Source: an optimization exercise on an open RTL-to-GDS flow (aim: small area and a short achievable clock period). Production flows keep margins and buffers that such runs may drop. Only simulation tests tie the RTL to the original design; equivalence was not proved. Power is estimated from default activity; no workload was simulated.

## design/flow/flow/run.sh

```bash
#!/bin/bash
# Layout flow: the standard ORFS flow (standard.sh), with these settings changed:
#  - no full/half-adder cell extraction in synthesis (ABC maps the arithmetic);
#  - repair_timing aims for a setup slack margin of 6.0 ns, which matches the
#    period this design can reach rather than the design's much longer clock
#    period (the SDC and clock period are the standard flow's own);
#  - the delay cells (clkdlybuf4s*, dlygate*, dlymetal*) are added to
#    the platform's don't-use list, so that port buffers and repair use real buffers.
# The make output goes to standard.log; ORFS keeps each step's log under orfs/logs.
set -uo pipefail
DONT_USE="sky130_fd_sc_hd__probe_p_8 sky130_fd_sc_hd__probec_p_8 sky130_fd_sc_hd__lpflow_bleeder_1 sky130_fd_sc_hd__lpflow_clkbufkapwr_1 sky130_fd_sc_hd__lpflow_clkbufkapwr_16 sky130_fd_sc_hd__lpflow_clkbufkapwr_2 sky130_fd_sc_hd__lpflow_clkbufkapwr_4 sky130_fd_sc_hd__lpflow_clkbufkapwr_8 sky130_fd_sc_hd__lpflow_clkinvkapwr_1 sky130_fd_sc_hd__lpflow_clkinvkapwr_16 sky130_fd_sc_hd__lpflow_clkinvkapwr_2 sky130_fd_sc_hd__lpflow_clkinvkapwr_4 sky130_fd_sc_hd__lpflow_clkinvkapwr_8 sky130_fd_sc_hd__lpflow_decapkapwr_12 sky130_fd_sc_hd__lpflow_decapkapwr_3 sky130_fd_sc_hd__lpflow_decapkapwr_4 sky130_fd_sc_hd__lpflow_decapkapwr_6 sky130_fd_sc_hd__lpflow_decapkapwr_8 sky130_fd_sc_hd__lpflow_inputiso0n_1 sky130_fd_sc_hd__lpflow_inputiso0p_1 sky130_fd_sc_hd__lpflow_inputiso1n_1 sky130_fd_sc_hd__lpflow_inputiso1p_1 sky130_fd_sc_hd__lpflow_inputisolatch_1 sky130_fd_sc_hd__lpflow_isobufsrc_1 sky130_fd_sc_hd__lpflow_isobufsrc_16 sky130_fd_sc_hd__lpflow_isobufsrc_2 sky130_fd_sc_hd__lpflow_isobufsrc_4 sky130_fd_sc_hd__lpflow_isobufsrc_8 sky130_fd_sc_hd__lpflow_isobufsrckapwr_16 sky130_fd_sc_hd__lpflow_lsbuf_lh_hl_isowell_tap_1 sky130_fd_sc_hd__lpflow_lsbuf_lh_hl_isowell_tap_2 sky130_fd_sc_hd__lpflow_lsbuf_lh_hl_isowell_tap_4 sky130_fd_sc_hd__lpflow_lsbuf_lh_isowell_4 sky130_fd_sc_hd__lpflow_lsbuf_lh_isowell_tap_1 sky130_fd_sc_hd__lpflow_lsbuf_lh_isowell_tap_2 sky130_fd_sc_hd__lpflow_lsbuf_lh_isowell_tap_4 sky130_fd_sc_hd__clkdlybuf4s15_1 sky130_fd_sc_hd__clkdlybuf4s15_2 sky130_fd_sc_hd__clkdlybuf4s18_1 sky130_fd_sc_hd__clkdlybuf4s18_2 sky130_fd_sc_hd__clkdlybuf4s25_1 sky130_fd_sc_hd__clkdlybuf4s25_2 sky130_fd_sc_hd__clkdlybuf4s50_1 sky130_fd_sc_hd__clkdlybuf4s50_2 sky130_fd_sc_hd__dlygate4sd1_1 sky130_fd_sc_hd__dlygate4sd2_1 sky130_fd_sc_hd__dlygate4sd3_1 sky130_fd_sc_hd__dlymetal6s2s_1 sky130_fd_sc_hd__dlymetal6s4s_1 sky130_fd_sc_hd__dlymetal6s6s_1"
bash standard.sh ADDER_MAP_FILE= SETUP_SLACK_MARGIN=6.0 "DONT_USE_CELLS=$DONT_USE" finish > standard.log 2>&1
```

## design/flow/standard.sh

```bash
#!/bin/bash
# synth_recipe.tcl (not shown) runs the flow's synth.tcl, then flattens the netlist and writes it again
# the make line also repeats each setting of config.mk as NAME=value (left out here)
make -C /OpenROAD-flow-scripts/flow DESIGN_CONFIG=/design/flow/config.mk WORK_HOME=/design/flow/orfs CLKGATE_MAP_FILE= SYNTH_SCRIPT=/design/flow/synth_recipe.tcl "${@:-finish}"
```

## design/flow/config.mk

```make
export PLATFORM = sky130hd
export DESIGN_NAME = fpa_with_regisers
export DESIGN_NICKNAME = fpa_with_regisers
export VERILOG_FILES = /design/flow/design.v
export SDC_FILE = /design/flow/constraint.sdc
export NUM_CORES = 4
export LEC_CHECK = 0
export ABC_AREA = 1
export CAP_MARGIN = 20
export CORE_MARGIN = 2
export CORE_UTILIZATION = 30
export SLEW_MARGIN = 20
export SYNTH_HIERARCHICAL = 1
```

## design/flow/design.v

```verilog
module CLA_adder (x, y, s, cout, c23);
  input  [23:0] x, y;
  output [23:0] s;
  output cout;
  output c23;           
  wire [23:0] h = x ^ y;
  wire [23:0] a = x & y;
  wire [23:0] o = x | y;
  wire [5:0] g, p;
  genvar j;
  generate
    for (j = 0; j < 6; j = j + 1) begin : gp
      assign g[j] = a[4*j+3] | (a[4*j+2] & o[4*j+3]) | (a[4*j] & o[4*j+3] & o[4*j+2]);
      assign p[j] = &o[4*j+3:4*j];
    end
  endgenerate
  wire [6:0] c;
  assign c[0] = 1'b0;
  assign c[1] = g[0];
  assign c[2] = g[1] | (p[1] & g[0]);
  wire   g30 = g[3] | (p[3] & g[2]);
  wire   p30 = p[3] & p[2];
  assign c[3] = g[2] | (p[2] & c[2]);
  assign c[4] = g30 | (p30 & c[2]);
  assign c[5] = g[4] | (p[4] & c[4]);
  wire   g54 = g[5] | (p[5] & g[4]);
  wire   p54 = p[5] & p[4];
  assign c[6] = g54 | (p54 & c[4]);
  assign cout = c[6];
  generate
    for (j = 0; j < 6; j = j + 1) begin : sm
      wire ci = c[j];
      wire k0 = ci;
      wire k1 = a[4*j]   | (h[4*j] & ci);
      wire k2 = a[4*j+1] | (h[4*j+1] & a[4*j]) | (h[4*j+1] & h[4*j] & ci);
      wire k3 = a[4*j+2] | (h[4*j+2] & a[4*j+1]) | (h[4*j+2] & h[4*j+1] & a[4*j])
              | (h[4*j+2] & h[4*j+1] & h[4*j] & ci);
      assign s[4*j+3:4*j] = h[4*j+3:4*j] ^ {k3, k2, k1, k0};
      if (j == 5) begin : top
        assign c23 = k3;
      end
    end
  endgenerate
endmodule
module fpa_with_regisers (clk, reset, en, inputA, inputB, result, OF);
  input clk, reset, en;
  input [31:0] inputA, inputB;
  output [31:0] result;
  output OF;
  wire [59:0] st_in;
  wire        ofa_in;
  reg  [59:0] st;      
  reg         ofa;     
  reg         fresh;
  wire [31:0] res_in;
  reg  [31:0] result_r;
  fpa_align al (.A(inputA), .B(inputB), .st(st_in), .ofa(ofa_in));
  always @(posedge clk) begin
    if (en)
      st <= st_in;
    if (reset) begin
      ofa   <= 1'b0;
      fresh <= 1'b1;
    end else if (en) begin
      ofa   <= ofa_in;
      fresh <= 1'b0;
    end
    if (reset | (en & fresh))
      result_r <= 32'd0;
    else if (en)
      result_r <= res_in;
  end
  fpa_add  ad (.st(st), .ofa(ofa), .O(res_in), .OF(OF));
  assign result = result_r;
endmodule
module fpa_align (A, B, st, ofa);
  input  [31:0] A, B;
  output [59:0] st;
  output ofa;
  wire [7:0]  ea_raw = A[30:23];
  wire [7:0]  eb_raw = B[30:23];
  wire        ha = |ea_raw;
  wire        hb = |eb_raw;
  wire        a_zero = ~ha & ~|A[22:0];
  wire        b_zero = ~hb & ~|B[22:0];
  wire        sel_a = (&ea_raw) | b_zero;
  wire        sel_b = (&eb_raw) | a_zero;
  wire        sub = A[31] ^ B[31];
  wire        swap = (A[30:0] <= B[30:0]) & ~sel_a;
  wire [7:0]  e_big   = swap ? eb_raw : ea_raw;
  wire [23:0] m_big   = swap ? {hb, B[22:0]} : {ha, A[22:0]};
  wire [23:0] m_small = swap ? {ha, A[22:0]} ^ {24{sub}} : {hb, B[22:0]} ^ {24{sub}};
  wire        h_small = swap ? ha : hb;
  wire        sign    = swap ? B[31] : A[31];
  wire [8:0]  dab = {1'b0, ea_raw} - {1'b0, eb_raw};
  wire [7:0]  dba = eb_raw - ea_raw;
  wire        far_ab = (|dab[7:5]) | (dab[4] & dab[3]);    
  wire        far_ba = (|dba[7:5]) | (dba[4] & dba[3]);
  wire [4:0]  d_raw   = dab[8] ? dba[4:0] : dab[4:0];
  wire        far_raw = dab[8] ? far_ba : far_ab;
  wire [7:0]  ea_m1 = ea_raw - 8'd1;
  wire [7:0]  eb_m1 = eb_raw - 8'd1;
  wire        far_a1 = (|ea_raw[7:5]) | ((&ea_raw[4:3]) & (|ea_raw[2:0]));    
  wire        far_b1 = (|eb_raw[7:5]) | ((&eb_raw[4:3]) & (|eb_raw[2:0]));
  wire [4:0]  d   = ~ha ? (hb ? eb_m1[4:0] : 5'd0) : ~hb ? ea_m1[4:0] : d_raw;
  wire        far = ~ha ? (hb & far_b1) : ~hb ? far_a1 : far_raw;
  wire        eqexp = (ea_raw == eb_raw) | ((ea_raw[7:1] == 7'd0) & (eb_raw[7:1] == 7'd0));
  wire [47:0] ext = {{24{sub}}, m_small} >> d[4:0];
  wire [23:0] y   = far ? {24{sub}} : ext[23:0];
  wire        y23 = sub ^ (eqexp & h_small);
  assign ofa = ~(m_big[23] ^ y23);
  assign st = {sel_a | sel_b, sign, eqexp & ~sub, sub, e_big, m_big, y};
endmodule
module fpa_add (st, ofa, O, OF);
  input  [59:0] st;
  input  ofa;
  output [31:0] O;
  output OF;
  wire        special = st[59];
  wire        sign    = st[58];
  wire        shr_eq  = st[57];
  wire        sub     = st[56];
  wire [7:0]  e_raw   = st[55:48];
  wire [23:0] x       = st[47:24];
  wire [23:0] y       = st[23:0];
  wire [7:0]  e_big   = {e_raw[7:1], e_raw[0] | ~x[23]};
  wire [23:0] s;
  wire        cout, c23;
  CLA_adder add (.x(x), .y(y), .s(s), .cout(cout), .c23(c23));
  assign OF = ofa & (x[23] ^ c23);
  wire        shr = shr_eq | (~sub & cout);
  reg  [4:0]  jn;
  integer i;
  always @(*) begin
    jn = 5'd1;
    for (i = 3; i <= 23; i = i + 1)
      if (s[i]) jn = 5'd24 - i[4:0];
  end
  wire [4:0]  j = shr ? 5'd0 : jn;
  wire [23:0] sl = s << j;
  wire [7:0]  o_e = special ? e_raw : e_big + 8'd1 - {3'd0, j};
  wire [22:0] o_m = special ? x[22:0] : sl[23:1];
  assign O = {sign, o_e, o_m};
endmodule
```

## design/flow/constraint.sdc

```tcl
create_clock -name core_clock -period 11.0 [get_ports {clk}]
set_input_delay 2.2000 -clock core_clock [delete_from_list [all_inputs] [get_ports {clk}]]
set_output_delay 2.2000 -clock core_clock [all_outputs]
set_load 0.01 [all_outputs]
```

==> impl_summary.log, run 1 <==
[metrics] starting density of the core: 30.6%
[metrics] source of the worst hold timing path: result_r[31]$_SDFFE_PP0P_
[metrics] ratio of cells with drive above 1 in the final layout: a little over a tenth
[metrics] class of the most critical hold timing path: flip-flop to flip-flop
[metrics] DIE WIDTH: 195 um
[metrics] top cells by count, synth: sky130_fd_sc_hd__nand2_1 (674), sky130_fd_sc_hd__nand3_1 (412), sky130_fd_sc_hd__inv_1 (180)
[metrics] type of the worst setup path: input port to flip-flop
[metrics] Placer Congestion: about 0.96
[metrics] global router's overall resource usage: 19.8%
[metrics] DIE AREA: 38100 um^2
[metrics] hold_ws: 0.465 ns
[metrics] count of final hold-check violations: 0
[metrics] maximum fanout along the worst path: 10
[metrics] met1 Resource Use GR: between 20% and 30%
[metrics] Max Root-Sink Buffers: 2
[metrics] Async S/R FF share, synth: 0%
[metrics] total power after layout: 0.00209 W
[metrics] number of antenna violations at the first check in global routing: 0
[metrics] Rel. slew slack: 25.6%
[metrics] Power Dens Cells: between 150 and 200 nW/um^2
[metrics] area share of the leading cell type in the synthesized netlist: between 20 and 25%
[metrics] flip-flop cell with the highest count after synthesis: sky130_fd_sc_hd__edfxtp_1
[metrics] First DRT Iteration DRCs: around 1400
[metrics] number of cells in the finished layout apart from fillers: 2444
[metrics] Logic pwr share: between 60% and 70%
[metrics] source-to-sink clock delay at the later pin of the worst-skew pair: between 0.3 and 0.4 ns
[metrics] cell area after synthesis: 11000 um^2
[metrics] Clock transition at path regs: 0.07 ns
[metrics] switching power: around 0.0010 W
[metrics] Placeable Area: 35700 um^2
[metrics] met2 usage in global routing: approximately 31%
[metrics] Inserted Diodes: 0
[metrics] peak ir drop on the vdd network: 0.0895 mV
[metrics] Final Worst Setup Slack: just over 6 ns
[metrics] Warnings, synthesis: 8
[metrics] cell-by-cell listing of the critical path: clkbuf_2 > inv_1 > nand2_1 > nor2_1 > nand2_1 > nor2_4 > inv_2 > nand2_1 > nand3_1 > o21ai_4 > buf_4 > nand3_1 > nand3_1 > nand3_1 > nand3_1 > nand3_1
[metrics] busiest layer in global routing: met2
[metrics] number of optimization iterations in the first detailed-route pass: 12
[metrics] wire length of the first global-routing pass: 60800 um
[metrics] most numerous cell in the Yosys netlist: sky130_fd_sc_hd__nand2_1
[metrics] maximum clock frequency: 206 MHz
[metrics] crit start category: input port
[metrics] final wirelength: about 40000 um
[metrics] Post-DP HPWL: around 31000 um
[metrics] routed length per placed instance: 16.2 um
[metrics] worst-case setup slack after placement: ~4.9 ns
[metrics] cell type with the largest total area after synthesis: sky130_fd_sc_hd__nand2_1
[metrics] clock tree from TritonCTS: done
[metrics] largest net degree at the start of global routing: 54
[metrics] number of max-cap violations: 0
[metrics] EDFF count, synth: 60
[metrics] clock buffers created by TritonCTS: 9
[metrics] average size of a mapped cell: ~5.7 um^2
[metrics] kind of end point of the critical path: flip-flop
[metrics] data required time of the worst path: ~11 ns
[metrics] Area Growth Syn to Fin: 11.9%
[metrics] final clock period utilization by the worst path: approximately 44%
[metrics] Post-CTS Hold Fix Bufs: 0
[metrics] total I/O pin count: 100
[metrics] Synth Net Count: 1976
[metrics] critical path startpoint: inputB[24]
[metrics] internal power contribution: between 0.001 and 0.0015 W
[metrics] part of the total power dissipated in sequential elements: 22.6%
[metrics] height of the die: between 150 and 200 um
[metrics] post-layout net count: roughly 2000
[metrics] proportion of total power due to net switching: approximately half
[metrics] total placed cells including tap cells: approximately 2400
[metrics] count of distinct cell types in the synthesized netlist: 50
[metrics] Clock power frac: 17.3%
[metrics] fin crit period: between 4 and 5 ns
[metrics] FF-to-FF Start: st[26]$_DFFE_PP_
[metrics] Most common cell on crit path: sky130_fd_sc_hd__nand3_1
[metrics] count of vias placed by the detailed router: ~13000
[metrics] transition at the pin with the smallest max-transition slack: roughly 1.1 ns
[metrics] run status: finished clean
[metrics] clock tree sinks: between 90 and 100
[metrics] worst endpoint data arrival time: 4.94 ns
[metrics] Static Leak: 5.88 nW
[metrics] count of input and output buffers: between 90 and 100
[metrics] final number of setup-violating endpoints: 0
[metrics] setup repair after global routing missed its margin: false
[metrics] global-route met3 utilization: between 2 and 2.5%
[metrics] register area share after synthesis: approximately 23%
[metrics] crit-path max cell delay: 0.30 ns
[metrics] Std-Cell Rows: approximately 70
[metrics] DRC violation count after routing: 0
[metrics] flip-flop and latch count after synthesis: 94
[metrics] leading cell types by total area after synthesis: sky130_fd_sc_hd__nand2_1 (23%), sky130_fd_sc_hd__nand3_1 (19%), sky130_fd_sc_hd__edfxtp_1 (16%)
[metrics] count of pins over their slew limit: 0
[metrics] maximum clock skew at final layout: slightly below 0.007 ns
[metrics] residual overflow from global routing: 0
[metrics] Syn Inst Count: about 1900
[metrics] aggregate negative setup slack: 0 ns
[metrics] Slowest-stage cell, CP: sky130_fd_sc_hd__nor2_4
[metrics] via count of the first global-routing pass: 11300
[metrics] H-tree depth: 3
[metrics] via/cell ratio: between 5 and 6
[metrics] number of nets still failing antenna checks after routing: 0
[metrics] root buffer selected by CTS: sky130_fd_sc_hd__clkbuf_16
==> sequential cells by signal (all words and copies together), names as in the netlist <==
signal / cells
fresh: 1
ofa: 1
result_r: 32
st: 60
==> critical path, delay by kind of cell <==
family / cells / cell delay, ns
and+or+nand+nor: 11 / 1.78
AOI/OAI and AO/OA: 1 / 0.28
buffers and inverters: 4 / 0.67
==> kinds of logic (layout without fill, tap and decap cells) <==
group / after synthesis / count (layout) / share of synthesized area (%)
AND/OR/NAND/NOR: 1329 / 1335 / 53.5
buffers and inverters: 280 / 346 / 11.1
AO/OA/AOI/OAI: 170 / 172 / 9.68
flip-flops: 94 / 94 / 22.7
XOR/XNOR: 35 / 35 / 2.87
multiplexers: 1 / 1 / 0.103
==> metrics by stage <==
| stage | cell area (um^2) | util [%] |
|---|---|---|
| floorplan | 11000 | - |
| detailed placement | 11500 | 32.1 |
| global placement | 11500 | 32.1 |
| finish | 12300 | 34.3 |
| global route | 12300 | 34.3 |
| CTS | 11900 | 33.4 |
==> modules after synthesis, one instance, submodules excluded <==
module | cells | area [um^2] | times used | flops+latches
fpa_align | 959 | 4460 | 1 | 0
fpa_add | 497 | 2260 | 1 | 0
fpa_with_regisers | 209 | 3140 | 1 | 94
CLA_adder | 244 | 1100 | 1 | 0
==> power groups by stage <==
| stage | logic (W) | clock network [W] | registers, W |
|---|---|---|---|
| final | 0.00126 | 0.000362 | 0.000472 |
| after global routing | 0.00142 | 0.000378 | 0.000479 |
| after detailed placement | 0.00119 | 0 | 0.000481 |
| after floorplan | 0.000935 | 0 | 0.000469 |
| after global placement | 0.00119 | 0 | 0.000480 |
| after CTS | 0.00121 | 0.000368 | 0.000473 |
==> final timing paths <==
path,endpoint,slack (ns),cells after the start
max,st[1]$_DFFE_PP_,6.15,16
min,result_r[31]$_SDFFE_PP0P_,0.46,2
max reg2reg,result_r[30]$_SDFFE_PP0P_,6.74,29
min reg2reg,result_r[31]$_SDFFE_PP0P_,0.46,2
==> placed cells by master, fill, tap and decap left out, types with 23 or more instances in the layout <==
master	n
sky130_fd_sc_hd__nand2_1	669
sky130_fd_sc_hd__nand3_1	411
sky130_fd_sc_hd__inv_1	177
sky130_fd_sc_hd__nor2_1	120
sky130_fd_sc_hd__buf_1	86
sky130_fd_sc_hd__o21ai_0	61
sky130_fd_sc_hd__edfxtp_1	60
sky130_fd_sc_hd__a21oi_2	38
sky130_fd_sc_hd__dfxtp_1	34
sky130_fd_sc_hd__a21oi_1	27
sky130_fd_sc_hd__nand2_2	23
sky130_fd_sc_hd__xor2_1	23
==> final cells by class <==
cell class | instances | area (um^2)
flip-flops and latches | 94 | 2480
clock buffers | 9 | 225
multi-input cells | 1543 | 7500
fillers | 4007 | 23500
repair inverters | 2 | 13.8
clock inverters | 7 | 119
repair buffers | 126 | 556
well taps | 461 | 577
inverters | 202 | 790
==> timing repair <==
| action | in CTS | in global routing |
|---|---|---|
| cloned | 4 | 6 |
| resized for setup | 19 | 57 |
| endpoints found under the setup margin | 34 | 29 |
| buffers inserted | 0 | 21 |
| pin swaps | 1 | 7 |
==> routing by layer <==
metal  vias up  share of wire, %
met5         -                 0
li1       6394                 -
met4         0               4.2
met3       108               6.6
met2       542                43
met1      5744                46
==> run 2, diff against run 1 <==
==> design/flow/flow/run.sh (replaced) <==
#!/bin/bash
# Layout flow: the standard ORFS flow (standard.sh), with these settings changed:
#  - no full/half-adder cell extraction in synthesis (ABC maps the arithmetic);
#  - repair_timing aims for a setup slack margin of 5.5 ns, which matches the
#    period this design can reach rather than the design's much longer clock
#    period (the SDC and clock period are the standard flow's own);
#  - the delay cells (clkdlybuf4s*, dlygate*, dlymetal*) are added to
#    the platform's don't-use list, so that port buffers and repair use real buffers.
# The make output goes to standard.log; ORFS keeps each step's log under orfs/logs.
set -uo pipefail
DONT_USE="sky130_fd_sc_hd__probe_p_8 sky130_fd_sc_hd__probec_p_8 sky130_fd_sc_hd__lpflow_bleeder_1 sky130_fd_sc_hd__lpflow_clkbufkapwr_1 sky130_fd_sc_hd__lpflow_clkbufkapwr_16 sky130_fd_sc_hd__lpflow_clkbufkapwr_2 sky130_fd_sc_hd__lpflow_clkbufkapwr_4 sky130_fd_sc_hd__lpflow_clkbufkapwr_8 sky130_fd_sc_hd__lpflow_clkinvkapwr_1 sky130_fd_sc_hd__lpflow_clkinvkapwr_16 sky130_fd_sc_hd__lpflow_clkinvkapwr_2 sky130_fd_sc_hd__lpflow_clkinvkapwr_4 sky130_fd_sc_hd__lpflow_clkinvkapwr_8 sky130_fd_sc_hd__lpflow_decapkapwr_12 sky130_fd_sc_hd__lpflow_decapkapwr_3 sky130_fd_sc_hd__lpflow_decapkapwr_4 sky130_fd_sc_hd__lpflow_decapkapwr_6 sky130_fd_sc_hd__lpflow_decapkapwr_8 sky130_fd_sc_hd__lpflow_inputiso0n_1 sky130_fd_sc_hd__lpflow_inputiso0p_1 sky130_fd_sc_hd__lpflow_inputiso1n_1 sky130_fd_sc_hd__lpflow_inputiso1p_1 sky130_fd_sc_hd__lpflow_inputisolatch_1 sky130_fd_sc_hd__lpflow_isobufsrc_1 sky130_fd_sc_hd__lpflow_isobufsrc_16 sky130_fd_sc_hd__lpflow_isobufsrc_2 sky130_fd_sc_hd__lpflow_isobufsrc_4 sky130_fd_sc_hd__lpflow_isobufsrc_8 sky130_fd_sc_hd__lpflow_isobufsrckapwr_16 sky130_fd_sc_hd__lpflow_lsbuf_lh_hl_isowell_tap_1 sky130_fd_sc_hd__lpflow_lsbuf_lh_hl_isowell_tap_2 sky130_fd_sc_hd__lpflow_lsbuf_lh_hl_isowell_tap_4 sky130_fd_sc_hd__lpflow_lsbuf_lh_isowell_4 sky130_fd_sc_hd__lpflow_lsbuf_lh_isowell_tap_1 sky130_fd_sc_hd__lpflow_lsbuf_lh_isowell_tap_2 sky130_fd_sc_hd__lpflow_lsbuf_lh_isowell_tap_4 sky130_fd_sc_hd__clkdlybuf4s15_1 sky130_fd_sc_hd__clkdlybuf4s15_2 sky130_fd_sc_hd__clkdlybuf4s18_1 sky130_fd_sc_hd__clkdlybuf4s18_2 sky130_fd_sc_hd__clkdlybuf4s25_1 sky130_fd_sc_hd__clkdlybuf4s25_2 sky130_fd_sc_hd__clkdlybuf4s50_1 sky130_fd_sc_hd__clkdlybuf4s50_2 sky130_fd_sc_hd__dlygate4sd1_1 sky130_fd_sc_hd__dlygate4sd2_1 sky130_fd_sc_hd__dlygate4sd3_1 sky130_fd_sc_hd__dlymetal6s2s_1 sky130_fd_sc_hd__dlymetal6s4s_1 sky130_fd_sc_hd__dlymetal6s6s_1"
bash standard.sh ADDER_MAP_FILE= SETUP_SLACK_MARGIN=5.5 "DONT_USE_CELLS=$DONT_USE" finish > standard.log 2>&1
--- a/design/flow/config.mk
+++ b/design/flow/config.mk
@@ -10,4 +10,4 @@
 export CORE_MARGIN = 2
 export CORE_UTILIZATION = 30
 export SLEW_MARGIN = 20
-export SYNTH_HIERARCHICAL = 1
+export SYNTH_HIERARCHICAL = 0
==> run 2 against run 1 <==
Synthesized area shrank 7.1%. Count of clock-buffer cells in the layout did not move. Design area shrank 6.7%. Clock skew grew 0.014 ns. Clock power down 11%. First-iteration DRC count shrank 23%. Via count is 9.5% lower.
==> impl_summary.log, run 2 <==
[metrics] run status: finished clean
[metrics] number of antenna violations at the first check in global routing: 0
[metrics] Inserted Diodes: 0
[metrics] top cells by count, synth: sky130_fd_sc_hd__nand2_1 (455), sky130_fd_sc_hd__nand3_1 (279), sky130_fd_sc_hd__inv_1 (181)
[metrics] Power Dens Cells: 168 nW/um^2
[metrics] clock tree sinks: 94
[metrics] routed length per placed instance: ~16 um
[metrics] maximum fanout along the worst path: 10
[metrics] flip-flop and latch count after synthesis: between 90 and 100
[metrics] via count of the first global-routing pass: 10500
[metrics] via/cell ratio: slightly above 5
[metrics] EDFF count, synth: 60
[metrics] type of the worst setup path: input port to flip-flop
[metrics] critical path startpoint: inputB[30]
[metrics] data required time of the worst path: approximately 11 ns
[metrics] count of final hold-check violations: 0
[metrics] register name with the most flops: st
[metrics] largest registers in the final layout: st x60, result_r x32
[metrics] DIE AREA: approximately 35000 um^2
[metrics] Placer Congestion: between 0.9 and 1
[metrics] Max Root-Sink Buffers: 2
[metrics] clock buffers created by TritonCTS: 9
[metrics] compound-gate portion of the synthesized area: between 10% and 20%
[metrics] starting density of the core: ~30%
[metrics] H-tree depth: 3
[metrics] max FFs per register: 60
[metrics] number of optimization iterations in the first detailed-route pass: 6
[metrics] cell area after synthesis: about 10000 um^2
[metrics] global router's overall resource usage: about a fifth
[metrics] kind of end point of the critical path: flip-flop
[metrics] setup repair after global routing missed its margin: true
[metrics] count of distinct cell types in the synthesized netlist: 60
[metrics] share of the synthesized netlist area taken by xor and xnor gates: 4.75%
[metrics] Syn Inst Count: roughly 1700
[metrics] Std-Cell Rows: 67
[metrics] instance area at placement: between 10000 and 15000 um^2
[metrics] peak ir drop on the vdd network: 0.0718 mV
[metrics] DIE WIDTH: 188 um
[metrics] fin crit period: around 5.3 ns
[metrics] multiplexer fraction of the synthesized cell area: less than 1%
[metrics] final clock period utilization by the worst path: 47.9%
[metrics] number of nets still failing antenna checks after routing: 0
[metrics] most numerous cell in the Yosys netlist: sky130_fd_sc_hd__nand2_1
[metrics] crit start category: input port
[metrics] worst endpoint data arrival time: about 5.4 ns
[metrics] largest net degree at the start of global routing: between 70 and 80
[metrics] Clock transition at path regs: around 0.07 ns
[metrics] count of input and output buffers: 99
[metrics] maximum clock skew at final layout: 0.0207 ns
[metrics] residual overflow from global routing: 0
[metrics] class of the most critical hold timing path: flip-flop to flip-flop
[metrics] transition at the pin with the smallest max-transition slack: 1.09 ns
[metrics] aggregate negative setup slack: 0 ns
[metrics] number of max-cap violations: 0
[metrics] height of the die: between 150 and 200 um
[metrics] Warnings, synthesis: 2
[metrics] Async S/R FF share, synth: 0%
[metrics] source of the worst hold timing path: fresh$_SDFFE_PP1P_
[metrics] source-to-sink clock delay at the later pin of the worst-skew pair: between 0.3 and 0.4 ns
[metrics] Post-DP HPWL: roughly 27000 um
[metrics] Rel. slew slack: around 28%
[metrics] DRC violation count after routing: 0
[metrics] Placeable Area: approximately 33000 um^2
[metrics] average size of a mapped cell: 5.98 um^2
[metrics] First DRT Iteration DRCs: 1084
[metrics] FF-to-FF Start: st[30]$_DFFE_PP_
[metrics] count of pins over their slew limit: 0
[metrics] wire length of the first global-routing pass: around 55000 um
[metrics] count of vias placed by the detailed router: 11600
[metrics] maximum clock frequency: about 190 MHz
[metrics] leading cell types by total area after synthesis: sky130_fd_sc_hd__edfxtp_1 (18%), sky130_fd_sc_hd__nand2_1 (17%), sky130_fd_sc_hd__nand3_1 (14%)
[metrics] Area Growth Syn to Fin: 12.4%
[metrics] Static Leak: 5.20 nW
[metrics] area share of fa/ha/maj cells after synthesis: 0%
[metrics] Synth Net Count: approximately 1800
[metrics] main combinational cell family by area after synthesis: simple AND/OR/NAND/NOR gates
[metrics] ratio of cells with drive above 1 in the final layout: 9.07%
[metrics] cell type with the largest total area after synthesis: sky130_fd_sc_hd__edfxtp_1
[metrics] flip-flop cell with the highest count after synthesis: sky130_fd_sc_hd__edfxtp_1
[metrics] root buffer selected by CTS: sky130_fd_sc_hd__clkbuf_16
[metrics] final number of setup-violating endpoints: 0
[metrics] Final Instance Area: 11400 um^2
[metrics] register area share after synthesis: 24.4%
[metrics] total I/O pin count: 100
[metrics] commonest non-fill, non-tap cell in the layout: sky130_fd_sc_hd__nand2_1
[metrics] clock tree from TritonCTS: done
[metrics] post-layout net count: 1848
[metrics] post-synthesis simple-gate area fraction: a little under half
[metrics] final wirelength: 34900 um
[metrics] commonest cells after routing, fill and taps aside: sky130_fd_sc_hd__nand2_1 (454), sky130_fd_sc_hd__nand3_1 (278), sky130_fd_sc_hd__inv_1 (179)
[metrics] area share of the leading cell type in the synthesized netlist: 17.7%
[run 2: stage by stage]
step,power (W),utilization [%],setup slack (ns),hold slack [ns],instances
detailed placement,0.00156,32.4,4.23,0.437,2193
CTS,0.00189,33.5,5.51,0.454,2211
finish,0.00192,34.2,5.73,0.451,2234
global placement,0.00155,32.4,4.26,0.431,2193
global route,0.00209,34.2,5.48,0.467,2234
floorplan,0.00131,-,6.24,0.419,1701
[run 2: cells by family after synthesis]
logic type / Yosys count
multiplexers: 4
AND/OR/NAND/NOR: 1020
buffers and inverters: 267
flip-flops: 94
AO/OA/AOI/OAI: 266
XOR/XNOR: 50
[run 2: metal layers]
layer | GRT usage (%) | vias to the layer above | wire, um
li1 | - | 5820 | -
met1 | 26.7 | 5210 | 15900
met2 | 31.0 | 480 | 15600
met3 | 2.83 | 59 | 2540
met4 | 4.91 | 0 | 835
met5 | 0 | - | 0
[run 2: report_power, final]
part	internal (W)	switching (W)	total (W)
clock	0.000159	0.000162	0.000321
combinational	0.000358	0.000769	0.00113
sequential	0.000433	0.0000409	0.000474
[run 2: repair_timing]
action                                  4_1_cts  5_1_grt
cloned                                        2        3
resized for setup                            14       35
pin swaps                                     1        4
buffers inserted                              0       20
hold buffers                                  0        0
endpoints found under the setup margin       37       23
[run 2: final timing paths]
| kind | endpoint | slack [ns] | cells after the start |
|---|---|---|---|
| min reg2reg | fresh$_SDFFE_PP1P_ | 0.45 | 2 |
| max | st[7]$_DFFE_PP_ | 5.73 | 24 |
| min | fresh$_SDFFE_PP1P_ | 0.45 | 2 |
| max reg2reg | result_r[29]$_SDFFE_PP0P_ | 6.87 | 28 |
[run 2: cell type report]
class | instances | area (um^2)
timing repair inverter | 2 | 15.0
clock inverter | 7 | 63.8
timing repair buffer | 131 | 607
clock buffer | 9 | 225
tap | 448 | 561
fill | 3720 | 22000
multi-input combinational | 1341 | 6700
inverter | 202 | 783
sequential | 94 | 2480
[run 2: critical path: stages]
cell,delay (ns)
sky130_fd_sc_hd__buf_1,0.14
sky130_fd_sc_hd__inv_1,0.09
sky130_fd_sc_hd__nor2_1,0.04
sky130_fd_sc_hd__or2_2,0.34
sky130_fd_sc_hd__nor2_1,0.17
sky130_fd_sc_hd__nand2_1,0.07
sky130_fd_sc_hd__inv_1,0.05
sky130_fd_sc_hd__nand3_1,0.18
sky130_fd_sc_hd__a31o_1,0.25
sky130_fd_sc_hd__nand3_1,0.12
sky130_fd_sc_hd__o41ai_4,0.13
sky130_fd_sc_hd__nand2_4,0.18
sky130_fd_sc_hd__buf_2,0.22
sky130_fd_sc_hd__nand2_1,0.07
sky130_fd_sc_hd__o21ai_1,0.09
sky130_fd_sc_hd__inv_1,0.07
sky130_fd_sc_hd__nand2_1,0.08
sky130_fd_sc_hd__nand3_1,0.08
sky130_fd_sc_hd__o21ai_1,0.10
sky130_fd_sc_hd__o21ai_0,0.12
sky130_fd_sc_hd__nand2_1,0.11
sky130_fd_sc_hd__a21oi_1,0.09
sky130_fd_sc_hd__o21ai_0,0.23
sky130_fd_sc_hd__nand3_1,0.11
==> run 3, diff against run 2 <==
==> design/flow/flow/run.sh (replaced) <==
#!/bin/bash
# Layout flow: the standard ORFS flow (standard.sh), with these settings changed:
#  - no full/half-adder cell extraction in synthesis (ABC maps the arithmetic);
#  - repair_timing aims for a setup slack margin of 6.0 ns, which matches the
#    period this design can reach rather than the design's much longer clock
#    period (the SDC and clock period are the standard flow's own);
#  - the delay cells (clkdlybuf4s*, dlygate*, dlymetal*) and a few weak cells are added to
#    the platform's don't-use list, so that port buffers and repair use real buffers.
# The make output goes to standard.log; ORFS keeps each step's log under orfs/logs.
set -uo pipefail
DONT_USE="sky130_fd_sc_hd__probe_p_8 sky130_fd_sc_hd__probec_p_8 sky130_fd_sc_hd__lpflow_bleeder_1 sky130_fd_sc_hd__lpflow_clkbufkapwr_1 sky130_fd_sc_hd__lpflow_clkbufkapwr_16 sky130_fd_sc_hd__lpflow_clkbufkapwr_2 sky130_fd_sc_hd__lpflow_clkbufkapwr_4 sky130_fd_sc_hd__lpflow_clkbufkapwr_8 sky130_fd_sc_hd__lpflow_clkinvkapwr_1 sky130_fd_sc_hd__lpflow_clkinvkapwr_16 sky130_fd_sc_hd__lpflow_clkinvkapwr_2 sky130_fd_sc_hd__lpflow_clkinvkapwr_4 sky130_fd_sc_hd__lpflow_clkinvkapwr_8 sky130_fd_sc_hd__lpflow_decapkapwr_12 sky130_fd_sc_hd__lpflow_decapkapwr_3 sky130_fd_sc_hd__lpflow_decapkapwr_4 sky130_fd_sc_hd__lpflow_decapkapwr_6 sky130_fd_sc_hd__lpflow_decapkapwr_8 sky130_fd_sc_hd__lpflow_inputiso0n_1 sky130_fd_sc_hd__lpflow_inputiso0p_1 sky130_fd_sc_hd__lpflow_inputiso1n_1 sky130_fd_sc_hd__lpflow_inputiso1p_1 sky130_fd_sc_hd__lpflow_inputisolatch_1 sky130_fd_sc_hd__lpflow_isobufsrc_1 sky130_fd_sc_hd__lpflow_isobufsrc_16 sky130_fd_sc_hd__lpflow_isobufsrc_2 sky130_fd_sc_hd__lpflow_isobufsrc_4 sky130_fd_sc_hd__lpflow_isobufsrc_8 sky130_fd_sc_hd__lpflow_isobufsrckapwr_16 sky130_fd_sc_hd__lpflow_lsbuf_lh_hl_isowell_tap_1 sky130_fd_sc_hd__lpflow_lsbuf_lh_hl_isowell_tap_2 sky130_fd_sc_hd__lpflow_lsbuf_lh_hl_isowell_tap_4 sky130_fd_sc_hd__lpflow_lsbuf_lh_isowell_4 sky130_fd_sc_hd__lpflow_lsbuf_lh_isowell_tap_1 sky130_fd_sc_hd__lpflow_lsbuf_lh_isowell_tap_2 sky130_fd_sc_hd__lpflow_lsbuf_lh_isowell_tap_4 sky130_fd_sc_hd__clkdlybuf4s15_1 sky130_fd_sc_hd__clkdlybuf4s15_2 sky130_fd_sc_hd__clkdlybuf4s18_1 sky130_fd_sc_hd__clkdlybuf4s18_2 sky130_fd_sc_hd__clkdlybuf4s25_1 sky130_fd_sc_hd__clkdlybuf4s25_2 sky130_fd_sc_hd__clkdlybuf4s50_1 sky130_fd_sc_hd__clkdlybuf4s50_2 sky130_fd_sc_hd__dlygate4sd1_1 sky130_fd_sc_hd__dlygate4sd2_1 sky130_fd_sc_hd__dlygate4sd3_1 sky130_fd_sc_hd__dlymetal6s2s_1 sky130_fd_sc_hd__dlymetal6s4s_1 sky130_fd_sc_hd__dlymetal6s6s_1 sky130_fd_sc_hd__a2111oi_0 sky130_fd_sc_hd__a21boi_0 sky130_fd_sc_hd__and2_0 sky130_fd_sc_hd__o21ai_0 sky130_fd_sc_hd__o311ai_0 sky130_fd_sc_hd__or2_0"
bash standard.sh ADDER_MAP_FILE= SETUP_SLACK_MARGIN=6.0 "DONT_USE_CELLS=$DONT_USE" finish > standard.log 2>&1
--- a/design/flow/config.mk
+++ b/design/flow/config.mk
@@ -10,4 +10,4 @@
 export CORE_MARGIN = 2
 export CORE_UTILIZATION = 30
 export SLEW_MARGIN = 20
-export SYNTH_HIERARCHICAL = 0
+export SYNTH_HIERARCHICAL = 1
==> run 3 against run 2 <==
Largest power group unchanged. Clock power decreased by 9.3%. Still clean. Register-to-register slack worse by 0.28 ns. Critical path depth is 8 lower. Utilization is 0.42 points lower. Global-route usage grew 1.8 points. Via count up 12%. Sequential share of layout area is 1.5 points lower. Power up 6.4%. Highest routed layer unchanged. Sequential cell count stayed put. Clock skew is 0.011 ns lower.
==> impl_summary.log, run 3 <==
[metrics] global router's overall resource usage: between 20% and 30%
[metrics] Clock transition at path regs: approximately 0.07 ns
[metrics] root buffer selected by CTS: sky130_fd_sc_hd__clkbuf_16
[metrics] Post-DP HPWL: roughly 32000 um
[metrics] end point of the most critical hold path: result_r[31]$_SDFFE_PP0P_
[metrics] Std-Cell Rows: 70
[metrics] Max Used Layer: met4
[metrics] Area Growth Syn to Fin: 11.9%
[metrics] number of cells in the finished layout apart from fillers: around 2500
[metrics] Placer Congestion: 0.988
[metrics] DIE WIDTH: between 150 and 200 um
[metrics] count of pins over their slew limit: 0
[metrics] largest registers in the final layout: st x60, result_r x32
[metrics] count of vias placed by the detailed router: 12900
[metrics] critical path buffer and inverter count: 2
[metrics] critical path depth: 16
[metrics] crit start category: input port
[metrics] largest net degree at the start of global routing: 59
[metrics] peak ir drop on the vdd network: 0.0766 mV
[metrics] average size of a mapped cell: approximately 5.8 um^2
[metrics] residual overflow from global routing: 0
[metrics] height of the die: between 150 and 200 um
[metrics] Inserted Diodes: 0
[metrics] maximum clock skew at final layout: between 0.01 and 0.015 ns
[metrics] total placed cells including tap cells: between 2000 and 2500
[metrics] max FFs per register: 60
[metrics] top cells by count, synth: sky130_fd_sc_hd__nand2_1 (671), sky130_fd_sc_hd__nand3_1 (415), sky130_fd_sc_hd__inv_1 (166)
[metrics] via/cell ratio: 5.25
[metrics] Syn Inst Count: between 1500 and 2000
[metrics] Power Dens Cells: approximately 170 nW/um^2
[metrics] cell area after synthesis: around 11000 um^2
[metrics] type of the worst setup path: input port to flip-flop
[metrics] transition at the pin with the smallest max-transition slack: 0.943 ns
[metrics] clock buffers created by TritonCTS: 9
[metrics] area share of the leading cell type in the synthesized netlist: between 20% and 30%
[metrics] maximum fanout along the worst path: 12
[metrics] capturing point of the worst reg2reg path: result_r[30]$_SDFFE_PP0P_
[metrics] crit-path max cell delay: ~0.55 ns
[metrics] final number of setup-violating endpoints: 0
[metrics] source-to-sink clock delay at the later pin of the worst-skew pair: 0.35 ns
[metrics] flip-flop and latch count after synthesis: 94
[metrics] met2 WL post-DR: 18400 um
[metrics] number of optimization iterations in the first detailed-route pass: 6
[metrics] clock tree sinks: between 90 and 100
[metrics] cell-by-cell listing of the critical path: buf_1 > nor4_1 > nand4_1 > nor2_1 > a21oi_4 > buf_2 > nand2_4 > nand2_1 > nand3_1 > nand3_1 > nand3_1 > nand3_1 > nand3_1 > nand2_1 > nand2_1 > nand3_1
[metrics] Static Leak: 5.85 nW
[metrics] count of distinct cell types in the synthesized netlist: 51
[metrics] wire length of the first global-routing pass: ~64000 um
[metrics] wire length on met1: between 15000 and 20000 um
[metrics] flip-flop cell with the highest count after synthesis: sky130_fd_sc_hd__edfxtp_1
[metrics] Most common cell on crit path: sky130_fd_sc_hd__nand3_1
[metrics] commonest non-fill, non-tap cell in the layout: sky130_fd_sc_hd__nand2_1
[metrics] fin crit period: 4.86 ns
[metrics] register name with the most flops: st
[metrics] Worst path top cell family by delay: simple AND/OR/NAND/NOR gates
[metrics] r2r worst-path depth: 27
[metrics] commonest cells after routing, fill and taps aside: sky130_fd_sc_hd__nand2_1 (664), sky130_fd_sc_hd__nand3_1 (413), sky130_fd_sc_hd__inv_1 (162)
[metrics] Slowest-stage cell, CP: sky130_fd_sc_hd__nor4_1
[metrics] kind of end point of the critical path: flip-flop
[metrics] run status: finished clean
[metrics] register area share after synthesis: a little under a quarter
[metrics] final wirelength: about 41000 um
[metrics] Warnings, synthesis: 8
[metrics] maximum clock frequency: approximately 200 MHz
[metrics] post-layout net count: 2052
[metrics] clock tree from TritonCTS: done
[metrics] number of nets still failing antenna checks after routing: 0
[metrics] number of antenna violations at the first check in global routing: 0
[metrics] DRC violation count after routing: 0
[metrics] leading cell types by total area after synthesis: sky130_fd_sc_hd__nand2_1 (23%), sky130_fd_sc_hd__nand3_1 (19%), sky130_fd_sc_hd__edfxtp_1 (16%)
[metrics] Layout fillers: approximately 4100
[metrics] count of final hold-check violations: 0
[metrics] EDFF count, synth: 60
[metrics] DIE AREA: about 38000 um^2
[metrics] final clock period utilization by the worst path: ~44%
[metrics] Synth Net Count: around 2000
[metrics] worst reg-to-reg setup slack: between 6 and 7 ns
[metrics] aggregate negative setup slack: 0 ns
[metrics] count of input and output buffers: just under 100
[metrics] most numerous cell in the Yosys netlist: sky130_fd_sc_hd__nand2_1
[metrics] H-tree depth: 3
[metrics] ratio of cells with drive above 1 in the final layout: 11.6%
[metrics] worst endpoint data arrival time: around 5.0 ns
[metrics] Placeable Area: between 30000 and 40000 um^2
[metrics] routed length per placed instance: between 15 and 20 um
[metrics] Max Root-Sink Buffers: 2
[metrics] met3 WL: 3120 um
[metrics] total I/O pin count: 100
[metrics] setup repair after global routing missed its margin: true
[metrics] Rel. slew slack: 37.1%
[metrics] data required time of the worst path: 11.09 ns
[metrics] Async S/R FF share, synth: 0%
[metrics] via count of the first global-routing pass: between 10000 and 15000
[metrics] number of cells on the worst hold path: 2
[metrics] First DRT Iteration DRCs: 1577
[metrics] number of max-cap violations: 0
[metrics] starting density of the core: 30.2%
[metrics] cell type with the largest total area after synthesis: sky130_fd_sc_hd__nand2_1
[metrics] class of the most critical hold timing path: flip-flop to flip-flop
[metrics] FF-to-FF Start: st[30]$_DFFE_PP_
[metrics] source of the worst hold timing path: result_r[31]$_SDFFE_PP0P_
[run 3: changes by cell type after synthesis, moves of 31 or more]
cell                      previous run  this run
sky130_fd_sc_hd__o21ai_0           101         0
sky130_fd_sc_hd__nor2_1            156       121
sky130_fd_sc_hd__a21oi_1            83        31
sky130_fd_sc_hd__o21ai_1            30        80
sky130_fd_sc_hd__a21oi_2             4        35
sky130_fd_sc_hd__nand3_1           279       415
sky130_fd_sc_hd__nand2_1           455       671
[run 3: worst max-delay path by stage]
stage                                start                   endpoint  slack (ns)
after CTS                       inputB[23]            st[4]$_DFFE_PP_        5.98
after global routing      st[26]$_DFFE_PP_  result_r[30]$_SDFFE_PP0P_        5.98
final                            inputB[3]            st[0]$_DFFE_PP_        6.14
after global placement          inputA[27]           st[21]$_DFFE_PP_        4.51
after floorplan                 inputA[23]            st[1]$_DFFE_PP_        6.64
after detailed placement        inputA[24]            st[4]$_DFFE_PP_        4.57
[run 3: modules after synthesis, one instance, submodules excluded]
module	cells inside	cell area (um^2)	flip-flops and latches
fpa_align	958	4460	0
fpa_add	494	2270	0
fpa_with_regisers	209	3140	94
CLA_adder	244	1100	0
[run 3: cell type report]
type                    count  area, um^2  share of cell area, %
repair buffers            137         613                   4.99
inverters                 200         777                   6.33
clock buffers               9         225                   1.83
well taps                 468         586                   4.77
multi-input cells        1540        7530                   61.3
flip-flops and latches     94        2480                   20.2
clock inverters             7        48.8                  0.398
repair inverters            3        17.5                  0.143
[run 3: per-layer routing]
metal	vias to the layer above	GRT usage, %
li1	6422	-
met1	5812	29.4
met2	588	34.0
met3	81	2.47
met4	0	5.85
met5	-	0
[run 3: power breakdown]
group	leakage (nW)	internal, W	switching (W)
Clock	0.127	0.000153	0.000138
Combinational	4.86	0.000401	0.000881
Sequential	0.863	0.000435	0.0000367
Total	5.85	0.000989	0.00106
[run 3: stage by stage]
stage / cell area, um^2 / hold slack (ns) / power (W) / util [%] / setup slack [ns]
6_report: 12300 / 0.465 / 0.00204 / 33.8 / 6.14
5_1_grt: 12300 / 0.489 / 0.00223 / 33.8 / 5.98
2_1_floorplan: 11000 / 0.453 / 0.00141 / - / 6.64
3_3_place_gp: 11500 / 0.457 / 0.00169 / 31.7 / 4.51
4_1_cts: 12000 / 0.466 / 0.00200 / 32.9 / 5.98
3_5_place_dp: 11500 / 0.458 / 0.00169 / 31.7 / 4.57
[run 3: tightest hold or removal path, delay by kind of cell (launching register included)]
| family | cells | cell delay, ns |
|---|---|---|
| compound gates | 1 | 0.05 |
| simple gates | 1 | 0.06 |
| flops | 1 | 0.31 |
[run 3: kinds of logic (layout without fill, tap and decap cells)]
| kind of cell | count (synthesis) | in the layout | synth area share (%) |
|---|---|---|---|
| buffers and inverters | 278 | 356 | 11.1 |
| and+or+nand+nor | 1327 | 1332 | 53.6 |
| AOI/OAI and AO/OA | 170 | 171 | 9.67 |
| xor gates and xnor gates | 35 | 36 | 2.97 |
| DFF | 94 | 94 | 22.6 |
| muxes | 1 | 1 | 0.103 |
[run 3: what timing repair did]
item                                    CTS  global route
setup buffers                             2            28
cloned                                    6             4
hold buffers                              0             0
pin swaps                                 2             5
hold endpoints to repair                  0             0
endpoints found under the setup margin   57            30
resized for setup                        23            39
==> run 4, diff against run 3 <==
==> design/flow/flow/run.sh (replaced) <==
#!/bin/bash
# Layout flow: the standard ORFS flow (standard.sh), with these settings changed:
#  - no full/half-adder cell extraction in synthesis (ABC maps the arithmetic);
#  - repair_timing aims for a setup slack margin of 6.3 ns, which matches the
#    period this design can reach rather than the design's much longer clock
#    period (the SDC and clock period are the standard flow's own);
#  - the delay cells (clkdlybuf4s*, dlygate*, dlymetal*) and a few weak cells are added to
#    the platform's don't-use list, so that port buffers and repair use real buffers.
# The make output goes to standard.log; ORFS keeps each step's log under orfs/logs.
set -uo pipefail
DONT_USE="sky130_fd_sc_hd__probe_p_8 sky130_fd_sc_hd__probec_p_8 sky130_fd_sc_hd__lpflow_bleeder_1 sky130_fd_sc_hd__lpflow_clkbufkapwr_1 sky130_fd_sc_hd__lpflow_clkbufkapwr_16 sky130_fd_sc_hd__lpflow_clkbufkapwr_2 sky130_fd_sc_hd__lpflow_clkbufkapwr_4 sky130_fd_sc_hd__lpflow_clkbufkapwr_8 sky130_fd_sc_hd__lpflow_clkinvkapwr_1 sky130_fd_sc_hd__lpflow_clkinvkapwr_16 sky130_fd_sc_hd__lpflow_clkinvkapwr_2 sky130_fd_sc_hd__lpflow_clkinvkapwr_4 sky130_fd_sc_hd__lpflow_clkinvkapwr_8 sky130_fd_sc_hd__lpflow_decapkapwr_12 sky130_fd_sc_hd__lpflow_decapkapwr_3 sky130_fd_sc_hd__lpflow_decapkapwr_4 sky130_fd_sc_hd__lpflow_decapkapwr_6 sky130_fd_sc_hd__lpflow_decapkapwr_8 sky130_fd_sc_hd__lpflow_inputiso0n_1 sky130_fd_sc_hd__lpflow_inputiso0p_1 sky130_fd_sc_hd__lpflow_inputiso1n_1 sky130_fd_sc_hd__lpflow_inputiso1p_1 sky130_fd_sc_hd__lpflow_inputisolatch_1 sky130_fd_sc_hd__lpflow_isobufsrc_1 sky130_fd_sc_hd__lpflow_isobufsrc_16 sky130_fd_sc_hd__lpflow_isobufsrc_2 sky130_fd_sc_hd__lpflow_isobufsrc_4 sky130_fd_sc_hd__lpflow_isobufsrc_8 sky130_fd_sc_hd__lpflow_isobufsrckapwr_16 sky130_fd_sc_hd__lpflow_lsbuf_lh_hl_isowell_tap_1 sky130_fd_sc_hd__lpflow_lsbuf_lh_hl_isowell_tap_2 sky130_fd_sc_hd__lpflow_lsbuf_lh_hl_isowell_tap_4 sky130_fd_sc_hd__lpflow_lsbuf_lh_isowell_4 sky130_fd_sc_hd__lpflow_lsbuf_lh_isowell_tap_1 sky130_fd_sc_hd__lpflow_lsbuf_lh_isowell_tap_2 sky130_fd_sc_hd__lpflow_lsbuf_lh_isowell_tap_4 sky130_fd_sc_hd__clkdlybuf4s15_1 sky130_fd_sc_hd__clkdlybuf4s15_2 sky130_fd_sc_hd__clkdlybuf4s18_1 sky130_fd_sc_hd__clkdlybuf4s18_2 sky130_fd_sc_hd__clkdlybuf4s25_1 sky130_fd_sc_hd__clkdlybuf4s25_2 sky130_fd_sc_hd__clkdlybuf4s50_1 sky130_fd_sc_hd__clkdlybuf4s50_2 sky130_fd_sc_hd__dlygate4sd1_1 sky130_fd_sc_hd__dlygate4sd2_1 sky130_fd_sc_hd__dlygate4sd3_1 sky130_fd_sc_hd__dlymetal6s2s_1 sky130_fd_sc_hd__dlymetal6s4s_1 sky130_fd_sc_hd__dlymetal6s6s_1 sky130_fd_sc_hd__a2111oi_0 sky130_fd_sc_hd__a21boi_0 sky130_fd_sc_hd__and2_0 sky130_fd_sc_hd__o21ai_0 sky130_fd_sc_hd__o311ai_0 sky130_fd_sc_hd__or2_0"
bash standard.sh ADDER_MAP_FILE= SETUP_SLACK_MARGIN=6.3 "DONT_USE_CELLS=$DONT_USE" finish > standard.log 2>&1
==> run 4 against run 3 <==
Cell count increased by 1.8%. Count of clock-buffer cells in the layout is the same. Sequential share of layout area fell by 1.9 points. Sequential cell count unchanged. Design area grew 10%. Worst hold slack hardly changed. Non-clock buffer count is 41 higher. Utilization rose by 3.5 points. Critical path depth rose by 5. Still clean on timing, DRC and antenna. Worst setup slack improved by 0.18 ns. Via count rose by 4.0%. Largest cell class unchanged.
==> impl_summary.log, run 4 <==
[metrics] post-layout net count: between 2000 and 2500
[metrics] capturing point of the worst reg2reg path: result_r[30]$_SDFFE_PP0P_
[metrics] setup repair after global routing missed its margin: true
[metrics] Std-Cell Rows: 70
[metrics] maximum fanout along the worst path: 8
[metrics] count of input and output buffers: approximately 100
[metrics] EDFF count, synth: 60
[metrics] average size of a mapped cell: roughly 5.8 um^2
[metrics] kind of end point of the critical path: flip-flop
[metrics] worst reg-to-reg setup slack: between 6 and 7 ns
[metrics] clock tree sinks: 94
[metrics] fin crit period: between 4 and 5 ns
[metrics] number of nets still failing antenna checks after routing: 0
[metrics] source-to-sink clock delay at the later pin of the worst-skew pair: 0.35 ns
[metrics] commonest cells after routing, fill and taps aside: sky130_fd_sc_hd__nand2_1 (645), sky130_fd_sc_hd__nand3_1 (309), sky130_fd_sc_hd__inv_1 (156)
[metrics] crit start category: input port
[metrics] count of pins over their slew limit: 0
[metrics] r2r worst-path depth: 31
[metrics] Post-DP HPWL: about 32000 um
[metrics] number of antenna violations at the first check in global routing: 0
[metrics] First DRT Iteration DRCs: around 1600
[metrics] wire length of the first global-routing pass: between 60000 and 70000 um
[metrics] Warnings, synthesis: 8
[metrics] leading cell types by total area after synthesis: sky130_fd_sc_hd__nand2_1 (23%), sky130_fd_sc_hd__nand3_1 (19%), sky130_fd_sc_hd__edfxtp_1 (16%)
[metrics] via count of the first global-routing pass: around 12000
[metrics] Static Leak: 6.39 nW
[metrics] count of final hold-check violations: 0
[metrics] top cells by count, synth: sky130_fd_sc_hd__nand2_1 (671), sky130_fd_sc_hd__nand3_1 (415), sky130_fd_sc_hd__inv_1 (166)
[metrics] root buffer selected by CTS: sky130_fd_sc_hd__clkbuf_16
[metrics] number of optimization iterations in the first detailed-route pass: 6
[metrics] instance area at placement: between 10000 and 15000 um^2
[metrics] count of distinct cell types in the synthesized netlist: a little over 50
[metrics] ratio of cells with drive above 1 in the final layout: between 20% and 30%
[metrics] end point of the most critical hold path: result_r[31]$_SDFFE_PP0P_
[metrics] DIE AREA: between 30000 and 40000 um^2
[metrics] final clock period utilization by the worst path: 42.6%
[metrics] crit-path max cell delay: between 0.2 and 0.25 ns
[metrics] total I/O pin count: 100
[metrics] Area Growth Syn to Fin: 23.5%
[metrics] Rel. slew slack: 39.4%
[metrics] critical path buffer and inverter count: 4
[metrics] commonest non-fill, non-tap cell in the layout: sky130_fd_sc_hd__nand2_1
[metrics] global router's overall resource usage: roughly a fifth
[metrics] Slowest-stage cell, CP: sky130_fd_sc_hd__a21oi_4
[metrics] Post-CTS Hold Fix Bufs: 0
[metrics] maximum clock frequency: between 200 and 250 MHz
[metrics] run status: finished clean
[metrics] Placer Congestion: a little under 1
[metrics] transition at the pin with the smallest max-transition slack: roughly 0.9 ns
[metrics] worst-case setup slack after placement: 4.57 ns
[metrics] cell-by-cell listing of the critical path: buf_2 > inv_1 > nor2_4 > nor2_4 > nand3_1 > nor2_1 > nand2_2 > inv_1 > a21oi_4 > nand2_4 > nand2_8 > nand2_8 > buf_8 > nand2_1 > nand3_1 > nand3_1 > nand3_2 > nand3_2 > nand3_2 > nand3_2 > nand3_1
[metrics] flip-flop cell with the highest count after synthesis: sky130_fd_sc_hd__edfxtp_1
[metrics] via/cell ratio: between 5 and 6
[metrics] source of the worst hold timing path: result_r[31]$_SDFFE_PP0P_
[metrics] final number of setup-violating endpoints: 0
[metrics] largest registers in the final layout: st x60, result_r x32
[metrics] max FFs per register: 60
[metrics] register name with the most flops: st
[metrics] Syn Inst Count: around 1900
[metrics] Placeable Area: 36300 um^2
[metrics] largest net degree at the start of global routing: a little under 60
[metrics] aggregate negative setup slack: 0 ns
[metrics] Max Root-Sink Buffers: 2
[metrics] worst endpoint data arrival time: roughly 4.8 ns
[metrics] class of the most critical hold timing path: flip-flop to flip-flop
[metrics] maximum clock skew at final layout: ~0.011 ns
[metrics] Layout fillers: 3949
[metrics] count of vias placed by the detailed router: about 13000
[metrics] clock buffers created by TritonCTS: 9
[metrics] routed length per placed instance: between 15 and 20 um
[metrics] Async S/R FF share, synth: 0%
[metrics] starting density of the core: a little under a third
[metrics] Worst path top cell family by delay: simple AND/OR/NAND/NOR gates
[metrics] Clock transition at path regs: ~0.070 ns
[metrics] Final Instance Area: about 14000 um^2
[metrics] register area share after synthesis: 22.6%
[metrics] FF-to-FF Start: st[30]$_DFFE_PP_
[metrics] DRC violation count after routing: 0
[metrics] cell type with the largest total area after synthesis: sky130_fd_sc_hd__nand2_1
[metrics] DIE WIDTH: between 150 and 200 um
[metrics] residual overflow from global routing: 0
[metrics] Power Dens Cells: approximately 160 nW/um^2
[metrics] final wirelength: approximately 43000 um
[metrics] data required time of the worst path: ~11 ns
[metrics] height of the die: between 150 and 200 um
[metrics] type of the worst setup path: input port to flip-flop
[metrics] area share of the leading cell type in the synthesized netlist: between 20% and 30%
[metrics] Synth Net Count: a little under 2000
[metrics] peak ir drop on the vdd network: 0.0768 mV
[metrics] most numerous cell in the Yosys netlist: sky130_fd_sc_hd__nand2_1
[metrics] number of cells on the worst hold path: 2
[metrics] H-tree depth: 3
[metrics] cell area after synthesis: approximately 11000 um^2
[metrics] number of max-cap violations: 0
[metrics] Inserted Diodes: 0
[metrics] clock tree from TritonCTS: done
[metrics] Final Worst Setup Slack: ~6.3 ns
[metrics] flip-flop and latch count after synthesis: between 90 and 100
[run 4: cell counts after synthesis]
Identical to the previous run, type by type.
[run 4: area by class of cell]
type | count | area, um^2 | area share, %
clock inverter | 7 | 48.8 | 0.360
multi-input combinational | 1542 | 8410 | 62.1
timing repair buffer | 178 | 955 | 7.05
timing repair inverter | 4 | 26.3 | 0.194
sequential | 94 | 2480 | 18.3
clock buffer | 9 | 225 | 1.66
inverter | 200 | 812 | 5.99
tap | 468 | 586 | 4.32
[run 4: kinds of logic (layout without fill, tap and decap cells)]
logic type,Yosys count,in the layout,share of synthesized area (%)
AND/OR/NAND/NOR,1327,1334,53.6
buffers and inverters,278,398,11.1
AO/OA/AOI/OAI,170,171,9.67
flip-flops,94,94,22.6
XOR/XNOR,35,36,2.97
multiplexers,1,1,0.103
[run 4: routing by layer]
metal  routed length [um]  part of all wire [%]  track usage, %
met2                19200                    44            34.5
met4                 1900                   4.4            7.15
met3                 3500                   8.1            2.90
met5                    0                     0               0
met1                18600                    43            29.2
[run 4: report_power, final]
group	total [W]	switching, W	internal (W)
sequential	0.000472	0.0000367	0.000435
combinational	0.00140	0.000953	0.000452
clock	0.000291	0.000138	0.000153
total	0.00217	0.00113	0.00104
[run 4: metrics by stage]
step	util (%)	hold slack (ns)	total power, W	instances
6_report	37.3	0.465	0.00217	2502
5_1_grt	37.3	0.489	0.00235	2502
4_1_cts	33.5	0.466	0.00202	2439
3_5_place_dp	31.7	0.458	0.00169	2402
3_3_place_gp	31.7	0.457	0.00169	2402
2_1_floorplan	-	0.453	0.00141	1905
[run 4: Yosys stat by module (local to each module, per instance)]
module             area, um^2  flip-flops and latches  times used
CLA_adder                1100                       0           1
fpa_align                4460                       0           1
fpa_add                  2270                       0           1
fpa_with_regisers        3140                      94           1
[run 4: repair_timing]
action,CTS,global route
resized for setup,58,255
endpoints found under the setup margin,62,44
pin swaps,6,47
setup buffers,12,58
gates cloned,9,5
[run 4: worst reg2reg max path, delay by kind of cell, from the launching register on]
| family | cells | cell delay (ns) |
|---|---|---|
| and+or+nand+nor | 24 | 2.29 |
| AOI/OAI and AO/OA | 4 | 0.74 |
| DFF | 1 | 0.45 |
| buffers and inverters | 2 | 0.33 |
| xor gates and xnor gates | 1 | 0.28 |
[run 4: worst max path at each step]
stage,startpoint,end,slack [ns],depth (start not counted)
after floorplan,inputA[23],st[1]$_DFFE_PP_,6.64,17
after global placement,inputA[27],st[21]$_DFFE_PP_,4.51,22
after detailed placement,inputA[24],st[4]$_DFFE_PP_,4.57,20
after CTS,inputA[30],st[0]$_DFFE_PP_,6.29,22
after global routing,inputA[24],st[2]$_DFFE_PP_,6.22,21
final,inputA[24],st[4]$_DFFE_PP_,6.32,21

[static timing again, ports no longer ideal]
In the flow no input, the clock included, has a driving cell. The finished layouts below were timed again as built, in two steps.
Step 1 (the two cells are an assumption about what drives the block):
set clk [get_ports {clk}]
set_driving_cell -lib_cell sky130_fd_sc_hd__clkbuf_16 $clk
set_driving_cell -lib_cell sky130_fd_sc_hd__buf_2 [delete_from_list [all_inputs] $clk]
Step 2 also shifts input and output timing later by t, the mid clock arrival at the registers, as if the neighbouring blocks saw the same clock.
Three values: ideal ports, drivers, drivers and shift; two values: the first two.
| run | t (ns) | slack for setup (ns) | worst hold slack (ns) | worst data-port slew with drivers (ns) | pins driven straight from the clock port |
|---|---|---|---|---|---|
| run 1 | 0.392 | 6.146 / 6.160 / 5.768 | 0.465 / 0.465 / 0.465 | 0.06 | 1 |
| run 2 | 0.404 | 5.732 / 5.756 / 5.351 | 0.451 / 0.451 / 0.451 | 0.05 | 1 |
| run 3 | 0.387 | 6.138 / 6.155 / 5.768 | 0.465 / 0.465 / 0.465 | 0.06 | 1 |
| run 4 | 0.388 | 6.317 / 6.336 / 5.949 | 0.465 / 0.465 / 0.465 | 0.06 | 1 |
After both steps every run listed still meets setup and hold. For run 2, which loses most, drivers alone change the setup slack by +0.024 ns; drivers and shift together by -0.381 ns.
